This is an optimization exercise on Yosys and OpenROAD, whose aim is small area and a short achievable clock period, not a production implementation.
Where RTL was checked, it was by simulation tests only, not by an equivalence proof against the original.
Power figures rest on the tool's default switching activity, not on a simulated workload.

delta:
==> module sevseg, before the edit <==
module sevseg(in, disp, off, ones, tens, hundreds, thousands);
	input [15:0] in;
	input disp, off;   
	output [6:0] ones, tens, hundreds, thousands;
	function [6:0] seg;
		input [3:0] n;
		begin
		seg[0] = !n[3]&!n[2]&!n[1]&n[0] | !n[3]&n[2]&!n[1]&!n[0] | n[3]&!n[2]&n[1]&n[0] | n[3]&n[2]&!n[1]&n[0];
		seg[1] = n[2]&n[1]&!n[0] | n[3]&n[2]&!n[0] | n[3]&n[1]&n[0] | !n[3]&n[2]&!n[1]&n[0];
		seg[2] = !n[3]&!n[2]&n[1]&!n[0] | n[3]&n[2]&!n[0] | n[3]&n[2]&n[1];
		seg[3] = !n[3]&!n[2]&!n[1]&n[0] | !n[3]&n[2]&!n[1]&!n[0] | n[2]&n[1]&n[0] | n[3]&!n[2]&n[1]&!n[0];
		seg[4] = !n[3]&n[0] | !n[3]&n[2]&!n[1] | !n[2]&!n[1]&n[0];
		seg[5] = !n[3]&!n[2]&n[0] | !n[3]&!n[2]&n[1] | !n[3]&n[1]&n[0] | n[3]&n[2]&!n[1]&n[0];
		seg[6] = !n[3]&!n[2]&!n[1] | !n[3]&n[2]&n[1]&n[0] | n[3]&n[2]&!n[1]&!n[0];
		end
	endfunction
	assign ones      = disp ? seg(in[3:0]) : off ? 7'b1111111 : 7'b0001110;
	assign tens      = disp ? seg(in[7:4]) : off ? 7'b1111111 : 7'b0101011;
	assign hundreds  = disp ? seg(in[11:8]) : off ? 7'b1111111 : 7'b1000000;
	assign thousands = disp ? seg(in[15:12]) : off ? 7'b1111111 : 7'b1000110;
endmodule
==> module voting_machine, before the edit <==
module voting_machine(clk, reset, vote_r, vote_b, confirmY, confirmN, hex_count0, hex_count1, hex_count2, hex_count3,enable_vga,VGA_R,VGA_G,VGA_B,VGA_HS,VGA_VS,VGA_SYNC,VGA_BLANK);
input clk, reset, vote_r, vote_b, confirmY, confirmN, enable_vga;
output [6:0] hex_count0, hex_count1, hex_count2, hex_count3;
output [7:0] VGA_R, VGA_G, VGA_B;
output VGA_BLANK, VGA_SYNC, VGA_HS, VGA_VS;
localparam [3:0]
	S_WAIT   = 4'b0000,
	S_RP     = 4'b0001,
	S_RR     = 4'b0010,
	S_BP     = 4'b0100,
	S_BR     = 4'b0101,
	S_DISP   = 4'b0111,
	S_CW_R   = 4'b1000,
	S_CW_B   = 4'b1001,
	S_YP_R   = 4'b1010,
	S_YP_B   = 4'b1011,
	S_YR_R   = 4'b1100,
	S_YR_B   = 4'b1101,
	S_NP     = 4'b1110,
	S_NR     = 4'b1111;
reg [3:0] state;
reg [15:0] count_t, count_b;
wire [16:0] ct, cb;
assign ct[0] = (state == S_YR_R) || (state == S_YR_B);
assign cb[0] = (state == S_YR_B);
genvar gi;
generate for (gi = 0; gi < 16; gi = gi + 1) begin : g_inc
	assign ct[gi+1] = ct[gi] & count_t[gi];
	assign cb[gi+1] = cb[gi] & count_b[gi];
end endgenerate
wire [15:0] inc_t = ct[15:0];
wire [15:0] inc_b = cb[15:0];
reg [3:0] nstate;
always @(*)
	case (state)
		S_WAIT:  nstate = !vote_b ? S_BP : !vote_r ? S_RP : enable_vga ? S_DISP : S_WAIT;
		S_BP:    nstate = !vote_b ? S_BP : S_BR;
		S_BR:    nstate = S_CW_B;
		S_RP:    nstate = !vote_r ? S_RP : S_RR;
		S_RR:    nstate = S_CW_R;
		S_CW_R:  nstate = !confirmY ? S_YP_R : !confirmN ? S_NP : S_CW_R;
		S_CW_B:  nstate = !confirmY ? S_YP_B : !confirmN ? S_NP : S_CW_B;
		S_YP_R:  nstate = !confirmY ? S_YP_R : S_YR_R;
		S_YP_B:  nstate = !confirmY ? S_YP_B : S_YR_B;
		S_YR_R:  nstate = S_WAIT;
		S_YR_B:  nstate = S_WAIT;
		S_NP:    nstate = !confirmN ? S_NP : S_NR;
		S_NR:    nstate = S_WAIT;
		S_DISP:  nstate = enable_vga ? S_DISP : S_WAIT;
		default: nstate = state;
	endcase
reg disp, off;
always @(posedge clk or negedge reset)
	if (!reset) begin
		state <= S_WAIT;
		disp <= 1'b0;
		off <= 1'b1;
		count_t <= 16'd0;
		count_b <= 16'd0;
	end else begin
		state <= nstate;
		disp <= (nstate == S_DISP);
		off <= !nstate[3] && (nstate != S_DISP);
		count_t <= count_t ^ inc_t;
		count_b <= count_b ^ inc_b;
	end
sevseg u_sevseg(count_t, disp, off, hex_count0, hex_count1, hex_count2, hex_count3);
wire vga_run = disp && enable_vga;
vga_out u_vga(clk, reset, vga_run, VGA_R, VGA_G, VGA_B, VGA_HS, VGA_VS, VGA_SYNC, VGA_BLANK, count_t, count_b);
endmodule
Settings: LEC_CHECK=0, CAP_MARGIN=20, CORE_MARGIN=2, CORE_UTILIZATION=40, SLEW_MARGIN=20; clock period 100.0 ns.
standard.sh (not shown) runs the stock make flow with config.mk's settings and CLKGATE_MAP_FILE= SYNTH_SCRIPT=/design/flow/synth_recipe.tcl, a recipe that flattens the netlist after the stock synthesis.
==> flow/flow/run.sh <==
#!/bin/bash
# The standard layout (standard.sh) with three changes:
#  - after the standard synthesis, the combinational logic between the
#    registers is mapped again with an area-oriented ABC script; every
#    register keeps its instance name and cell type (flow/resynth.sh);
#  - ports are buffered with the smallest buffer instead of the delay buffer
#    buffer_ports picks by default;
#  - clock tree synthesis uses smaller clock buffers and no dummy loads.
# Each tool's output goes to a log file of its own in this folder.
set -euo pipefail
KNOBS=(
  "BUFFER_PORTS_ARGS=-buffer_cell sky130_fd_sc_hd__buf_1"
  "CTS_ARGS=-sink_clustering_enable -repair_clock_nets -dont_use_dummy_load -buf_list {sky130_fd_sc_hd__clkbuf_4 sky130_fd_sc_hd__clkbuf_8}"
)
RES=orfs/results/${FLOW_PLATFORM}/voting_machine/base
bash standard.sh "${KNOBS[@]}" "$PWD/$RES/1_2_yosys.v" > synth.log 2>&1
bash flow/resynth.sh "$RES/1_2_yosys.v" > resynth.log 2>&1
bash standard.sh "${KNOBS[@]}" finish > layout.log 2>&1
==> flow/flow/resynth.sh <==
#!/bin/bash
# Re-map the combinational cells of a synthesized netlist (in place).
# Sequential cells are kept as they are (same instances, names and types);
# everything else is flattened to gates and mapped again by ABC.
set -euo pipefail
NET=$1
YOSYS=${YOSYS_EXE:-$FLOW_HOME/../tools/install/yosys/bin/yosys}
LIB=$FLOW_HOME/platforms/$FLOW_PLATFORM/lib/sky130_fd_sc_hd__tt_025C_1v80.lib
# cells ABC may not use: clock, delay, low-power, probe, tie and large cells
DU=$(grep -o 'cell ("sky130_fd_sc_hd__[a-z0-9_]*")' "$LIB" | sed 's/cell ("//;s/")//' \
  | grep -E 'lpflow|probe|clk|dly|_12$|_16$|_8$|_6$|einv|ebuf|conb|tap|fill|decap|diode' \
  | sed 's/^/-dont_use /' | tr '\n' ' ')
cp "$NET" resynth_in.v
cat > resynth.abc <<'EOS'
strash; &get -n; &fraig -x; &put; scorr; dc2; strash; &get -n; &dch -f; &nf -R 1000; &put; topo; dnsize
EOS
"$YOSYS" -p "
read_liberty -ignore_miss_func $LIB
blackbox sky130_fd_sc_hd__df* sky130_fd_sc_hd__edf* sky130_fd_sc_hd__sdf* sky130_fd_sc_hd__sedf* sky130_fd_sc_hd__dl*
read_verilog resynth_in.v
hierarchy -top $FLOW_TOP
flatten
opt_clean -purge
abc -liberty $LIB $DU -script resynth.abc
opt_clean -purge
hilomap -singleton -hicell sky130_fd_sc_hd__conb_1 HI -locell sky130_fd_sc_hd__conb_1 LO
insbuf -buf sky130_fd_sc_hd__buf_1 A X
tee -o resynth_stat.txt stat -liberty $LIB
write_verilog -noattr -nohex -nodec resynth_out.v
"
cp resynth_out.v "$NET"
delta: no failed stages, no open violations at the end
--- input diff delta..alpha ---
--- a/flow/design.v
+++ b/flow/design.v
@@ -1,7 +1,7 @@
-module sevseg(in, disp, off, ones, tens, hundreds, thousands);
+module sevseg(in, disp, msg, ones, tens, hundreds, thousands);
 	input [15:0] in;
-	input disp, off;   
+	input disp, msg;
 	output [6:0] ones, tens, hundreds, thousands;
 	function [6:0] seg;
 		input [3:0] n;
 		begin
@@ -13,12 +13,13 @@
 		seg[5] = !n[3]&!n[2]&n[0] | !n[3]&!n[2]&n[1] | !n[3]&n[1]&n[0] | n[3]&n[2]&!n[1]&n[0];
 		seg[6] = !n[3]&!n[2]&!n[1] | !n[3]&n[2]&n[1]&n[0] | n[3]&n[2]&!n[1]&!n[0];
 		end
 	endfunction
-	assign ones      = disp ? seg(in[3:0]) : off ? 7'b1111111 : 7'b0001110;
-	assign tens      = disp ? seg(in[7:4]) : off ? 7'b1111111 : 7'b0101011;
-	assign hundreds  = disp ? seg(in[11:8]) : off ? 7'b1111111 : 7'b1000000;
-	assign thousands = disp ? seg(in[15:12]) : off ? 7'b1111111 : 7'b1000110;
+	wire off = !disp & !msg;
+	assign ones      = {7{disp}} & seg(in[3:0])   | {7{off}} | {7{msg}} & 7'b0001110;
+	assign tens      = {7{disp}} & seg(in[7:4])   | {7{off}} | {7{msg}} & 7'b0101011;
+	assign hundreds  = {7{disp}} & seg(in[11:8])  | {7{off}} | {7{msg}} & 7'b1000000;
+	assign thousands = {7{disp}} & seg(in[15:12]) | {7{off}} | {7{msg}} & 7'b1000110;
 endmodule
 module vga_out(clk, rst, run, VGA_R, VGA_G, VGA_B, VGA_HS, VGA_VS, VGA_SYNC, VGA_BLANK, cnt_t, cnt_b);
 input clk, rst, run;
 input [15:0] cnt_t, cnt_b;
@@ -190,42 +191,36 @@
 	assign cb[gi+1] = cb[gi] & count_b[gi];
 end endgenerate
 wire [15:0] inc_t = ct[15:0];
 wire [15:0] inc_b = cb[15:0];
-reg [3:0] nstate;
-always @(*)
-	case (state)
-		S_WAIT:  nstate = !vote_b ? S_BP : !vote_r ? S_RP : enable_vga ? S_DISP : S_WAIT;
-		S_BP:    nstate = !vote_b ? S_BP : S_BR;
-		S_BR:    nstate = S_CW_B;
-		S_RP:    nstate = !vote_r ? S_RP : S_RR;
-		S_RR:    nstate = S_CW_R;
-		S_CW_R:  nstate = !confirmY ? S_YP_R : !confirmN ? S_NP : S_CW_R;
-		S_CW_B:  nstate = !confirmY ? S_YP_B : !confirmN ? S_NP : S_CW_B;
-		S_YP_R:  nstate = !confirmY ? S_YP_R : S_YR_R;
-		S_YP_B:  nstate = !confirmY ? S_YP_B : S_YR_B;
-		S_YR_R:  nstate = S_WAIT;
-		S_YR_B:  nstate = S_WAIT;
-		S_NP:    nstate = !confirmN ? S_NP : S_NR;
-		S_NR:    nstate = S_WAIT;
-		S_DISP:  nstate = enable_vga ? S_DISP : S_WAIT;
-		default: nstate = state;
-	endcase
-reg disp, off;
 always @(posedge clk or negedge reset)
 	if (!reset) begin
 		state <= S_WAIT;
-		disp <= 1'b0;
-		off <= 1'b1;
 		count_t <= 16'd0;
 		count_b <= 16'd0;
 	end else begin
-		state <= nstate;
-		disp <= (nstate == S_DISP);
-		off <= !nstate[3] && (nstate != S_DISP);
+		case (state)
+			S_WAIT:  state <= !vote_b ? S_BP : !vote_r ? S_RP : enable_vga ? S_DISP : S_WAIT;
+			S_BP:    state <= !vote_b ? S_BP : S_BR;
+			S_BR:    state <= S_CW_B;
+			S_RP:    state <= !vote_r ? S_RP : S_RR;
+			S_RR:    state <= S_CW_R;
+			S_CW_R:  state <= !confirmY ? S_YP_R : !confirmN ? S_NP : S_CW_R;
+			S_CW_B:  state <= !confirmY ? S_YP_B : !confirmN ? S_NP : S_CW_B;
+			S_YP_R:  state <= !confirmY ? S_YP_R : S_YR_R;
+			S_YP_B:  state <= !confirmY ? S_YP_B : S_YR_B;
+			S_YR_R:  state <= S_WAIT;
+			S_YR_B:  state <= S_WAIT;
+			S_NP:    state <= !confirmN ? S_NP : S_NR;
+			S_NR:    state <= S_WAIT;
+			S_DISP:  state <= enable_vga ? S_DISP : S_WAIT;
+			default: state <= state;
+		endcase
 		count_t <= count_t ^ inc_t;
 		count_b <= count_b ^ inc_b;
 	end
-sevseg u_sevseg(count_t, disp, off, hex_count0, hex_count1, hex_count2, hex_count3);
+wire disp = (state == S_DISP);
+wire msg = state[3];
+sevseg u_sevseg(count_t, disp, msg, hex_count0, hex_count1, hex_count2, hex_count3);
 wire vga_run = disp && enable_vga;
 vga_out u_vga(clk, reset, vga_run, VGA_R, VGA_G, VGA_B, VGA_HS, VGA_VS, VGA_SYNC, VGA_BLANK, count_t, count_b);
 endmodule
==> results.txt <==
alpha completed end to end with timing, DRC and antenna clean.
When alpha is measured against delta, its reported net switching power turns out about 7% lower.
Relative to delta, final area decreased by about 1.5% in alpha.
Summary of the comparison: slew at the pin closest to its max-slew limit is higher in alpha, relative to delta.
There was hardly any difference in number of I/O pins between alpha and delta.
When the final numbers for delta and alpha were put side by side, the power attributed to sequential cells turned out to be greater in delta.
| maximum frequency | lower: alpha |
Clock latency at the later pin of the worst-skew pair: alpha vs delta down 0.02 ns
The final-layout worst hold slack in alpha was higher than what delta gave.
Between delta and alpha, cell internal power dissipation is lower for alpha, delta comes in above that.
On area added between synthesis and finish, delta and alpha are neck and neck.
No functional check of the RTL was part of alpha.

-- afterwards: timing with drivers on the ports --
Ports are ideal in the flow. The routed layouts listed here were re-timed in OpenROAD. Step 1 assumes that a clkbuf_16 drives the clock port and a buf_2 every other input. Step 2 times the ports against the registers' clock, not the clock port: input delays grow and output delays shrink by t, the midpoint of the rising clock arrivals with the driver on. Slacks: ideal / step 1 / step 2; pairs: ideal / step 1.
| run | t (ns) | setup WS [ns] | worst setup path after step 2 | cell pins on the clock port's net |
|---|---|---|---|---|
| delta | 0.394 | 77.891 / 77.858 / 78.252 | register to output | 1 |
| alpha | 0.385 | 77.616 / 77.585 / 77.970 | register to output | 1 |
After both steps every run listed still meets setup and hold.
